What follows belongs to an exercise in optimizing a design on an open flow for small area and few clock cycles; a production flow would make more cautious choices. At most, simulation tests tie the RTL to the original design; equivalence was not proved. The RTL of run 1 was laid out without a check of its function. Power is estimated from default activity; no workload was simulated.

==> design/flow/design.v <==
`timescale 1ns / 1ps
module ad9958_buffer(
    input         clock,
    input         load,
    input         load_amp,
    input  [31:0] ftw_ch0,
    input  [31:0] ftw_ch1,
    input  [9:0]  asf_ch0,
    input  [9:0]  asf_ch1,
    input  [3:0]  slot,
    output [3:0]  nibble
);
   reg [63:0] buf_r;
   always @(posedge clock) begin
      if (load) begin
         buf_r[63:42] <= ftw_ch0[31:10];
         buf_r[31:10] <= ftw_ch1[31:10];
         buf_r[41:32] <= load_amp ? asf_ch0 : ftw_ch0[9:0];
         buf_r[9:0]   <= load_amp ? asf_ch1 : ftw_ch1[9:0];
      end
   end
   assign nibble = buf_r[{~slot, 2'b00} +: 4];
endmodule
`timescale 1ns / 1ps
module ad9958_master(
    input         clock,
    input         reset_n,
    output        cs,
    output        sclk,
    output [3:0]  sdio,
    output        master_reset,
    output        io_update,
    input  [31:0] ftw_ch0,
    input  [31:0] ftw_ch1,
    input  [9:0]  asf_ch0,
    input  [9:0]  asf_ch1
);
   assign cs = 1'b0;
   assign master_reset = 1'b0;
   reg        sclk_r;
   reg [3:0]  n;
   reg [1:0]  st;
   reg        ch;
   reg        amp;
   wire last     = &n;
   wire need_iou = ch | st[1];
   wire to_iou   = sclk_r & last & need_iou;
   wire restart  = (n[3:1] == 3'd0) | (last & ~need_iou);
   wire [3:0] start = (st == 2'd0) ? 4'd2 : 4'd8;
   always @(posedge clock) begin
      if (~reset_n) begin
         sclk_r <= 1'b1;
         n      <= 4'd1;
         st     <= 2'd1;
         ch     <= 1'b0;
      end else if (~sclk_r) begin
         sclk_r <= 1'b1;
      end else begin
         sclk_r <= to_iou;
         if (restart)
            n <= start;
         else if (st == 2'd0 & amp & n == 4'd7)
            n <= 4'd12;
         else
            n <= n + 4'd1;
         if (last) begin
            ch <= ~ch;
            if (st != 2'd0 & (st != 2'd1 | ch))
               st <= st + 2'd1;
            if (st == 2'd3)
               amp <= 1'b0;
            else if (ch)
               amp <= ~amp;
         end
      end
   end
   wire [3:0] data_nib;
   ad9958_buffer data_buf(
      .clock(clock), .load(to_iou), .load_amp((st == 2'd0) & ~amp),
      .ftw_ch0(ftw_ch0), .ftw_ch1(ftw_ch1), .asf_ch0(asf_ch0), .asf_ch1(asf_ch1),
      .slot({ch, n[2:0]}), .nibble(data_nib));
   wire       loop = (st == 2'd0);
   wire [2:0] k    = n[2:0];
   wire       hdr  = loop & ~n[3];
   wire       dat  = loop & n[3];
   wire       mark = amp & (k == 3'd4);
   wire       top0 = amp & (k[2:1] == 2'b10);
   wire [3:0] sdio_c;
   assign sdio_c[3] = (dat & ~top0 & data_nib[3])
                    | (hdr & ch & (k == 3'd4))
                    | ((st == 2'd2) & (k[2:1] == 2'b01));
   assign sdio_c[2] = (dat & ~top0 & data_nib[2])
                    | (hdr & (((k == 3'd4) & ~ch) | (k == 3'd5) | (k == 3'd7)));
   assign sdio_c[1] = (dat & ~mark & data_nib[1])
                    | (hdr & ((k == 3'd5) | ((k == 3'd7) & amp)))
                    | ((st == 2'd2) & (k == 3'd2))
                    | ((st == 2'd3) & (k == 3'd1));
   assign sdio_c[0] = (dat & (mark | data_nib[0]))
                    | ((st == 2'd1) & ch & ((k[1:0] == 2'b00) ? ~k[2] : (k[1:0] == 2'b01) ? 1'b1 : (k[1:0] == 2'b10) ? k[2] : 1'b0) & ~(k == 3'd4))
                    | ((st == 2'd2) & (k == 3'd1))
                    | ((st == 2'd3) & ((k == 3'd1) | (k == 3'd5)));
   assign sclk = sclk_r;
   assign sdio = sdio_c;
   assign io_update = sclk_r & (n == 4'd0);
endmodule
==> design/flow/flow/run.sh <==
#!/bin/bash
# Standard layout with three changes: synthesis maps logic with an
# area-oriented ABC script and without the adder step (flow/synth.tcl,
# flow/area.abc), the port
# buffers are plain buf_1 cells, and clock tree
# synthesis adds no dummy loads.
set -euo pipefail
here=$(pwd)
bash standard.sh "SYNTH_SCRIPT=$here/flow/synth.tcl" \
  "ADDER_MAP_FILE=" \
  "CTS_ARGS=-sink_clustering_enable -repair_clock_nets -dont_use_dummy_load" \
  "BUFFER_PORTS_ARGS=-buffer_cell sky130_fd_sc_hd__buf_1" \
  finish > flow_make.log 2>&1
==> design/flow/flow/area.abc <==
strash
dc2
dc2
dch -f
amap
==> design/flow/flow/synth.tcl <==
set ::area_abc_script [file join [file dirname [file normalize [info script]]] area.abc]
proc synth {args} { yosys synth -nofsm -noshare {*}$args }
proc abc {args} {
  set i [lsearch -exact $args -script]
  if { $i >= 0 } { lset args [expr { $i + 1 }] $::area_abc_script }
  puts "abc script: $::area_abc_script"
  yosys abc {*}$args
}
source $::env(SCRIPTS_DIR)/synth.tcl
# left out here: clear keep_hierarchy, flatten, clean up, hide names made inside functions, write 1_2_yosys.v
==> design/flow/standard.sh <==
#!/bin/bash
# synth_recipe.tcl (not shown) runs the flow's synth.tcl, then flattens the netlist and writes it again
# the make line also repeats each setting of config.mk as NAME=value (left out here)
make -C /OpenROAD-flow-scripts/flow DESIGN_CONFIG=/design/flow/config.mk WORK_HOME=/design/flow/orfs CLKGATE_MAP_FILE= SYNTH_SCRIPT=/design/flow/synth_recipe.tcl "${@:-finish}"
==> design/flow/config.mk <==
export PLATFORM = sky130hd
export DESIGN_NAME = ad9958_master
export DESIGN_NICKNAME = ad9958_master
export VERILOG_FILES = /design/flow/design.v
export SDC_FILE = /design/flow/constraint.sdc
export NUM_CORES = 4
export LEC_CHECK = 0
export CAP_MARGIN = 20
export CORE_MARGIN = 2
export CORE_UTILIZATION = 40
export SLEW_MARGIN = 20
==> design/flow/constraint.sdc <==
create_clock -name core_clock -period 5.0 [get_ports {clock}]
set_input_delay 1.0000 -clock core_clock [delete_from_list [all_inputs] [get_ports {clock}]]
set_output_delay 1.0000 -clock core_clock [all_outputs]
set_load 0.01 [all_outputs]
==> impl_metrics.tcl, run 1 <==
set metrics [dict create \
    die_area_sq_mm 0.008370 \
    vias 2329 \
    multiplexer_fraction_of_the_synthesized_cell_area_pct 0 \
    htree_levels 3 \
    worstPathRequired_ns 4.00 \
    design.final.nets 421 \
    critical-path-max-stage-delay_ns 0.62 \
    antenna_violations_before_repair 0 \
    hold_buffers 0 \
    synth_area_in_adders_pct 0 \
    fp-row-count 31 \
    p_leak_nw 1.123 \
    yosys_most_used_dff "sky130_fd_sc_hd__edfxtp_1" \
    synth_top_family_by_area "compound AO/OA/AOI/OAI gates" \
    critical_path.most_common_cell "sky130_fd_sc_hd__a221oi_1" \
    critical_path.reg2reg.endpoint "data_buf.buf_r[27]$_DFFE_PP_" \
    max_cap_violations 0 \
    post_layout_min_period_ns 3.774 \
    critical_path_class "reg2out" \
    critical_path.max_fanout 15 \
    synth-warning-count 2 \
    synth_area_sq_mm 0.003062 \
    fmax_mhz 265.0 \
    rsz0062_at_grt "false" \
    global_placement_routability_congestion 0.9446 \
    avgRoutedWirePerCell_um 16.24 \
    drc_markers 0 \
    timing.critical_path.arrival_ns 2.77 \
    tightestPinTransition_ns 0.6659 \
    r2r-start "n[2]$_SDFFE_PN0P_" \
    syn_area_per_cell_sq_um 13.43 \
    final.setup.tns_ns 0 \
    grt.total_usage_pct 17.61 \
    grt_pass1_vias 2329 \
    synth_compound_area_share_pct 20.64 \
    route.detailed.vias_per_inst 5.391 \
    ff2ff_path_depth 9 \
    postSynth.asyncResetShare_pct 0 \
    tritoncts_num_sinks 73 \
    grt-ovfl-total 0 \
    worst_ir_drop_vdd_uv 152.3 \
    timing_max_transition_violations_final 0 \
    slowest_stage "sky130_fd_sc_hd__dfxtp_1" \
    cts-root-to-sink-buffers 2 \
    clk_latency_ns 0.33 \
    worst_path_cell_chain "clkinv_1 -> a221oi_1 -> a221oi_1 -> a31o_1 -> o21a_1 -> a311o_1 -> buf_1" \
    ant_nets 0 \
    finalHoldViolations 0 \
    synthSimpleGateAreaFrac_pct 7.560 \
    holdCritPathClass "reg2reg" \
    coreArea_sq_mm 0.007331 \
    drt_iter0_markers 189 \
    postCtsSetupBuffers 0 \
    share_of_synthesized_area_occupied_by_flip_flops_and_latches_pct 68.98 \
    post_synth_inst_count 228 \
    die_y_um 91.49 \
    top_level_ports 94 \
    layout-drive-gt1-share_pct 4.805 \
    library_cells_used_by_synthesis 37 \
    grt_pass1_wl_um 11230 \
    area_growth_syn_to_layout_pct 20.84 \
    synthXorXnorAreaFrac_pct 0 \
    clkTransAtPathRegs_ns 0.06 \
    dp_hpwl_um 4897 \
    io_buffers 91 \
    crit_end "sdio[0]" \
    dp_worst_setup_slack_ns 1.342 \
    clock-root-buffer "sky130_fd_sc_hd__clkbuf_8" \
    largest_net_degree_at_the_start_of_global_routing 56 \
    cts_inserted_buffers 9 \
    reg2reg_setup_slack_ns 1.34 \
    clock-skew-final_ns 0.01429 \
    number_of_synthesized_register_bits 73 \
    floorplan.initialDensity_pct 41.76 \
    timing.final.ws_setup_ns 1.226 \
    antenna-diode-count 0 \
    pwr_density_cell_mw_per_mm2 307.7 \
    critPathLaunch "n[2]$_SDFFE_PN0P_" \
    pre_antenna_drt_iters 4 \
    fin_crit_sh_pct 75.49 \
    post_synth_edffs 65 \
    cts.repair.resized 0 \
    routed_wl_um 7014 \
    critical_path.startpoint_type "flip-flop" \
    clock_tree_from_tritoncts "done" \
    maxSlewHeadroom_pct 55.61 \
    setup_violations 0 \
    floorplan.die.width_um 91.49 \
    crit_path_end_kind "output pin" \
    status "finished clean" \
]
-- worst min-delay path by stage --
stage                            startpoint                end  slack (ns)  cells past startpoint
after floorplan           n[3]$_SDFFE_PN0P_  n[3]$_SDFFE_PN0P_        0.49                      2
after global placement    n[3]$_SDFFE_PN0P_  n[3]$_SDFFE_PN0P_        0.52                      2
after detailed placement  n[3]$_SDFFE_PN0P_  n[3]$_SDFFE_PN0P_        0.55                      2
after CTS                 n[3]$_SDFFE_PN0P_  n[3]$_SDFFE_PN0P_        0.56                      2
after global routing      n[3]$_SDFFE_PN0P_  n[3]$_SDFFE_PN0P_        0.61                      2
final                     n[3]$_SDFFE_PN0P_  n[3]$_SDFFE_PN0P_        0.56                      2
-- through the flow --
stage	power, mW	instance area, sq um	util [%]	hold WS (ns)	cells
3_5_place_dp	0.8087	3576	48.78	0.5491	423
5_1_grt	1.186	3700	50.47	0.6130	432
4_1_cts	1.148	3700	50.47	0.5638	432
3_3_place_gp	0.8039	3565	48.63	0.5151	422
6_report	1.139	3700	50.47	0.5619	432
2_1_floorplan	0.7531	3069	-	0.4899	229
-- state kept, by name (all words and copies together), names as in the netlist --
signal,cells
sclk_r,1
data_buf.buf_r,64
amp,1
ch,1
n,4
st,2
-- cells in the mapped netlist, types with 3 or more instances --
cell                       count  area, sq um
sky130_fd_sc_hd__edfxtp_1     65         1952
sky130_fd_sc_hd__nor2_1       24        90.09
sky130_fd_sc_hd__o22a_1       20        175.2
sky130_fd_sc_hd__clkinv_1     18        67.56
sky130_fd_sc_hd__nand2_1      17        63.81
sky130_fd_sc_hd__a21oi_1      12        60.06
sky130_fd_sc_hd__dfxtp_1       8        160.2
sky130_fd_sc_hd__a222oi_1      7        70.07
sky130_fd_sc_hd__a221oi_1      6        52.55
sky130_fd_sc_hd__a22oi_1       5        37.54
sky130_fd_sc_hd__a221o_1       4        40.04
sky130_fd_sc_hd__nand3_1       4        20.02
sky130_fd_sc_hd__nor3_1        4        20.02
sky130_fd_sc_hd__a22o_1        3        26.28
sky130_fd_sc_hd__o21ai_0       3        15.01
-- report_power, final --
group	internal [mW]	leakage (nW)	switching, mW	total, mW
logic	0.0546	0.409	0.0676	0.122
registers	0.666	0.650	0.00610	0.673
clock network	0.161	0.0647	0.183	0.344
total	0.882	1.12	0.257	1.14
-- critical path: cells and delay by family (launching register included) --
| kind | cells | cell delay [ns] |
|---|---|---|
| compound gates | 5 | 1.16 |
| flops | 1 | 0.62 |
| buf+inv | 2 | 0.67 |
-- cell type report --
cell class,count,area (sq um)
tap,99,123.9
clock buffer,9,123.9
timing repair buffer,97,390.4
inverter,18,67.56
multi-input combinational,136,882.1
sequential,73,2112
fill,668,3631
-- cell families (layout without fill, tap and decap cells) --
| logic type | Yosys count | in the layout |
|---|---|---|
| AO/OA/AOI/OAI | 79 | 79 |
| buffers and inverters | 20 | 124 |
| flip-flops | 73 | 73 |
| AND/OR/NAND/NOR | 55 | 55 |
| other | 1 | 2 |
-- placed cells by master, fill, tap and decap left out, drive strengths merged, types with 3 or more instances in the layout --
| cell type | n |
|---|---|
| buf | 97 |
| edfxtp | 65 |
| nor2 | 24 |
| o22a | 20 |
| clkinv | 18 |
| nand2 | 17 |
| a21oi | 12 |
| clkbuf | 9 |
| dfxtp | 8 |
| a222oi | 7 |
| a221oi | 6 |
| a22oi | 5 |
| nor3 | 4 |
| nand3 | 4 |
| a221o | 4 |
| o21ai | 3 |
| a22o | 3 |
-- per-layer routing --
layer | vias to the layer above | share of wire, % | GRT usage, %
met4 | 0 | 2.2 | 8.965
met2 | 99 | 47 | 27.39
met5 | - | 0 | 0
li1 | 1138 | - | -
met1 | 1074 | 44 | 23.30
met3 | 18 | 6.5 | 3.651
==> run 2, diff against run 1 <==
==> design/flow/design.v (replaced) <==
`timescale 1ns / 1ps
module ad9958_buffer(
    input         clock,
    input         load,
    input         load_amp,
    input  [31:0] ftw_ch0,
    input  [31:0] ftw_ch1,
    input  [9:0]  asf_ch0,
    input  [9:0]  asf_ch1,
    input  [3:0]  slot,
    output [3:0]  nibble
);
   reg [63:0] buf_r;
   always @(posedge clock) begin
      if (load) begin
         buf_r[63:42] <= ftw_ch0[31:10];
         buf_r[31:10] <= ftw_ch1[31:10];
         buf_r[41:32] <= load_amp ? asf_ch0 : ftw_ch0[9:0];
         buf_r[9:0]   <= load_amp ? asf_ch1 : ftw_ch1[9:0];
      end
   end
   assign nibble = buf_r[{~slot, 2'b00} +: 4];
endmodule
`timescale 1ns / 1ps
module ad9958_master(
    input         clock,
    input         reset_n,
    output        cs,
    output        sclk,
    output [3:0]  sdio,
    output        master_reset,
    output        io_update,
    input  [31:0] ftw_ch0,
    input  [31:0] ftw_ch1,
    input  [9:0]  asf_ch0,
    input  [9:0]  asf_ch1
);
   assign cs = 1'b0;
   assign master_reset = 1'b0;
   reg        sclk_r;
   reg        iou_r;
   reg [3:0]  n;
   reg [1:0]  st;
   reg        ch;
   reg        amp;
   wire last     = &n;
   wire need_iou = (st != 2'd0) ? ~(st == 2'd1 & ch) : ch;
   wire to_iou   = sclk_r & ~iou_r & last & need_iou;
   always @(posedge clock) begin
      if (~reset_n) begin
         sclk_r <= 1'b1;
         iou_r  <= 1'b0;
         n      <= 4'd15;
         st     <= 2'd1;
         ch     <= 1'b1;
      end else begin
         iou_r <= to_iou;
         if (~sclk_r) begin
            sclk_r <= 1'b1;
         end else if (~to_iou) begin
            sclk_r <= 1'b0;
            if (last & (st != 2'd1 | ~ch)) begin
               case (st)
                 2'd1: begin st <= 2'd2; n <= 4'd8; end
                 2'd2: begin st <= 2'd3; n <= 4'd8; end
                 2'd3: begin st <= 2'd0; n <= 4'd2; ch <= 1'b0; amp <= 1'b0; end
                 default: begin
                    n  <= 4'd2;
                    ch <= ~ch;
                    if (ch) amp <= ~amp;
                 end
               endcase
            end else begin
               if (st == 2'd1) ch <= 1'b0;
               n <= (st == 2'd0 & amp & n == 4'd7) ? 4'd12 : n + 4'd1;
            end
         end
      end
   end
   wire [3:0] data_nib;
   ad9958_buffer data_buf(
      .clock(clock), .load(to_iou), .load_amp((st == 2'd0) & ~amp),
      .ftw_ch0(ftw_ch0), .ftw_ch1(ftw_ch1), .asf_ch0(asf_ch0), .asf_ch1(asf_ch1),
      .slot({ch, n[2:0]}), .nibble(data_nib));
   reg [3:0] sdio_c;
   always @(*) begin
      case (st)
        2'd1: sdio_c = {3'b000, (n == 4'd8) | (n == 4'd9) | (n == 4'd13) | (n == 4'd14)};
        2'd2: sdio_c = (n[2:0] == 3'd1) ? 4'h1 : (n[2:0] == 3'd2) ? 4'hA :
                       (n[2:0] == 3'd3) ? 4'h8 : 4'h0;
        2'd3: sdio_c = (n[2:0] == 3'd1) ? 4'h3 : (n[2:0] == 3'd5) ? 4'h1 : 4'h0;
        default:
          case (n)
            4'd4:  sdio_c = ch ? 4'h8 : 4'h4;
            4'd5:  sdio_c = 4'h6;
            4'd7:  sdio_c = amp ? 4'h6 : 4'h4;
            4'd12: sdio_c = amp ? 4'h1 : data_nib;
            4'd13: sdio_c = amp ? {2'b00, data_nib[1:0]} : data_nib;
            default: sdio_c = n[3] ? data_nib : 4'h0;
          endcase
      endcase
   end
   assign sclk = sclk_r;
   assign sdio = sdio_c;
   assign io_update = iou_r;
endmodule
==> design/flow/flow/area.abc (replaced) <==
strash
dc2
dch -f
amap
==> impl_metrics.tcl, run 2 <==
set metrics [dict create \
    rsz0062_at_grt "false" \
    clkTransAtPathRegs_ns 0.07 \
    ff2ff_path_depth 14 \
    multi_input_area_sq_um 917.1 \
    design.final.nets 436 \
    grt.total_usage_pct 18.31 \
    layout.cells.most_common "sky130_fd_sc_hd__buf_1" \
    cts_inserted_buffers 9 \
    post_synth_inst_count 242 \
    floorplan.die.width_um 92.43 \
    r2r-start "n[0]$_SDFFE_PN1P_" \
    worst_ir_drop_vdd_uv 177.6 \
    cell_with_the_most_instances_after_synthesis "sky130_fd_sc_hd__edfxtp_1" \
    critical-path-max-stage-delay_ns 0.45 \
    htree_levels 3 \
    grt_pass1_vias 2399 \
    cts-root-to-sink-buffers 2 \
    status "finished clean" \
    max_cap_violations 0 \
    post_synth_edffs 65 \
    critical_path.max_fanout 12 \
    grt-ovfl-total 0 \
    global_placement_routability_congestion 0.8545 \
    clock-skew-final_ns 0.02013 \
    crit_path_end_kind "output pin" \
    synth_top_area_share_pct 62.40 \
    critPathLaunch "n[0]$_SDFFE_PN1P_" \
    tightestPinTransition_ns 0.6536 \
    postCtsSetupBuffers 0 \
    slowest_stage "sky130_fd_sc_hd__nor2_1" \
    grt_pass1_wl_um 11830 \
    multiplexer_fraction_of_the_synthesized_cell_area_pct 0 \
    worst_path_dominant_cell_family "compound AO/OA/AOI/OAI gates" \
    hold_buffers 0 \
    post_layout_min_period_ns 3.945 \
    antenna-diode-count 0 \
    synth_top_family_by_area "compound AO/OA/AOI/OAI gates" \
    synth.top_cells.by_count "65 x sky130_fd_sc_hd__edfxtp_1, 24 x sky130_fd_sc_hd__nor2_1, 22 x sky130_fd_sc_hd__clkinv_1" \
    synth_area_in_adders_pct 0 \
    share_of_synthesized_area_occupied_by_flip_flops_and_latches_pct 68.16 \
    hold_ws_ns 0.5268 \
    ant_nets 0 \
    reg2reg_setup_slack_ns 2.11 \
    holdCritPathClass "reg2reg" \
    crit_end "sdio[2]" \
    coreArea_sq_mm 0.007647 \
    synthSimpleGateAreaFrac_pct 8.800 \
    yosys_most_used_dff "sky130_fd_sc_hd__edfxtp_1" \
    postSynth.asyncResetShare_pct 0 \
    setup_violations 0 \
    maxSlewHeadroom_pct 56.27 \
    layout-drive-gt1-share_pct 4.885 \
    critical_path.reg2reg.endpoint "ch$_SDFFE_PN1P_" \
    routed_wl_um 7479 \
    most_frequent_cells_in_the_layout "91 x sky130_fd_sc_hd__buf_1, 65 x sky130_fd_sc_hd__edfxtp_1, 24 x sky130_fd_sc_hd__nor2_1, 22 x sky130_fd_sc_hd__clkinv_1, 21 x sky130_fd_sc_hd__a22o_1" \
    reg_top3 "data_buf.buf_r: 64 flops, n: 4 flops, st: 2 flops" \
    timing.critical_path.arrival_ns 2.95 \
    critical_path.n_buffers_inverters 3 \
    synth_area_sq_mm 0.003128 \
    synth.area.top_cells "sky130_fd_sc_hd__edfxtp_1 62%, sky130_fd_sc_hd__a22o_1 5.9%, sky130_fd_sc_hd__dfxtp_1 5.8%" \
    yosysTopAreaCell "sky130_fd_sc_hd__edfxtp_1" \
    antenna_violations_before_repair 0 \
    die_area_sq_mm 0.008543 \
    drt_iter0_markers 182 \
    clk_latency_ns 0.34 \
    library_cells_used_by_synthesis 31 \
    largest_register "data_buf.buf_r" \
    path_length_in_cells_of_the_critical_path 9 \
    io_buffers 91 \
    fill_cells 703 \
    timing_max_transition_violations_final 0 \
    dp_hpwl_um 5513 \
    final.setup.tns_ns 0 \
    pre_antenna_drt_iters 5 \
    max_ffs_per_register 64 \
    avgRoutedWirePerCell_um 16.62 \
    vias 2460 \
    clock_tree_from_tritoncts "done" \
    area_growth_syn_to_layout_pct 20.76 \
    clock-root-buffer "sky130_fd_sc_hd__clkbuf_8" \
    floorplan.initialDensity_pct 40.90 \
    largest_net_degree_at_the_start_of_global_routing 36 \
    p_leak_nw 1.248 \
    worstPathRequired_ns 4.00 \
    syn_area_per_cell_sq_um 12.93 \
    critical_path_class "reg2out" \
    power.total_mw 1.794 \
    drc_markers 0 \
    number_of_synthesized_register_bits 74 \
    synthXorXnorAreaFrac_pct 0 \
    worst_path_cell_chain "clkinv_1 -> nor2_1 -> buf_4 -> a222oi_1 -> a32oi_1 -> o22ai_1 -> o2111a_1 -> nor3_1 -> buf_1" \
    die_y_um 92.43 \
    seqCellArea_sq_mm 0.002132 \
    fin_crit_sh_pct 78.90 \
    tritoncts_num_sinks 74 \
    top_level_ports 94 \
    critical_path.startpoint_type "flip-flop" \
    route.detailed.vias_per_inst 5.467 \
    fp-row-count 32 \
    fmax_mhz 253.5 \
    pwr_density_cell_mw_per_mm2 474.8 \
    synth-warning-count 2 \
    finalHoldViolations 0 \
    synth_compound_area_share_pct 19.80 \
    cts.repair.resized 0 \
]
run 2: cell count changes after synthesis, sizes merged, moves of 3 or more:
cell / delta
a221o: -3
a221oi: -4
a222oi: +7
a22o: +18
a22oi: -3
a31oi: +3
clkinv: +4
nand2: +3
nor3: +3
o21ai: +5
o22a: -20
run 2: how the worst min path moves through the flow:
stage                       startpoint                  to  slack [ns]  cells after the start
floorplan           st[1]$_SDFFE_PN0P_  st[1]$_SDFFE_PN0P_        0.49                      2
global placement    st[1]$_SDFFE_PN0P_  st[1]$_SDFFE_PN0P_        0.53                      2
detailed placement  st[0]$_SDFFE_PN1P_  st[1]$_SDFFE_PN0P_        0.53                      2
CTS                 st[0]$_SDFFE_PN1P_  st[1]$_SDFFE_PN0P_        0.54                      2
global route        st[0]$_SDFFE_PN1P_  st[1]$_SDFFE_PN0P_        0.56                      2
finish              st[0]$_SDFFE_PN1P_  st[1]$_SDFFE_PN0P_        0.53                      2
run 2: cells by family after synthesis:
family / Yosys count
other: 1
AOI/OAI and AO/OA: 79
DFF: 74
buffers and inverters: 24
and+or+nand+nor: 64
run 2: worst min-delay path, stage by stage, from the launching register on:
cell,delay (ns)
sky130_fd_sc_hd__dfxtp_1,0.35
sky130_fd_sc_hd__nand2_1,0.07
sky130_fd_sc_hd__a221oi_1,0.07
run 2: metal layers:
metal / vias to the layer above / GRT usage, % / part of all wire (%)
li1: 1192 / - / -
met5: - / 0 / 0
met2: 116 / 29.32 / 48
met1: 1145 / 24.14 / 43
met4: 0 / 7.836 / 1.3
met3: 7 / 3.906 / 7.6
run 2: stage by stage:
stage / utilization (%) / area, sq um / setup WS (ns) / instances
floorplan: - / 3147 / 0.5277 / 243
global route: 49.39 / 3777 / 0.8614 / 450
finish: 49.39 / 3777 / 1.055 / 450
detailed placement: 47.77 / 3654 / 1.446 / 441
CTS: 49.39 / 3777 / 1.070 / 450
global placement: 47.77 / 3654 / 1.489 / 441
run 2: area by class of cell:
cell class                      count  area share [%]
Tap cell                          102           3.379
Timing Repair Buffer               98           10.43
Inverter                           22           2.186
Multi-Input combinational cell    145           24.28
Clock buffer                        9           3.279
Sequential cell                    74           56.44
run 2: report_power, final:
part | leakage [nW] | internal, mW | switching [mW]
registers | 0.665 | 0.798 | 0.0729
clock network | 0.0647 | 0.160 | 0.183
logic | 0.518 | 0.211 | 0.368
total | 1.25 | 1.17 | 0.624
Testbench counts of run 2, summed over its fixed seeds: cycles 12,162.

-- port drivers added, routing unchanged --
How much do the figures lean on ideal ports? The routed layouts below were timed once more, with nothing changed but the port constraints.
Step 1: set_driving_cell puts a clkbuf_16 on clock and a buf_2 on each other input, an assumption about the parent block.
Step 2 adds t to the input delays and takes it off the output delays; t is the mean of the earliest and latest rising clock arrival at the registers after step 1. Input paths then give back, and output paths get back, about the clock's delay inside the block.
a / b / c = ideal ports / drivers / drivers and shift; a / b = the first two.
run	t, ns	setup slack, ns	worst slew at a driven data input, ns	pins driven straight from the clock port
run 1	0.357	1.226 / 1.195 / 1.340	0.03	1
run 2	0.366	1.055 / 1.024 / 1.390	0.03	1
After both steps every run listed still meets setup and hold.
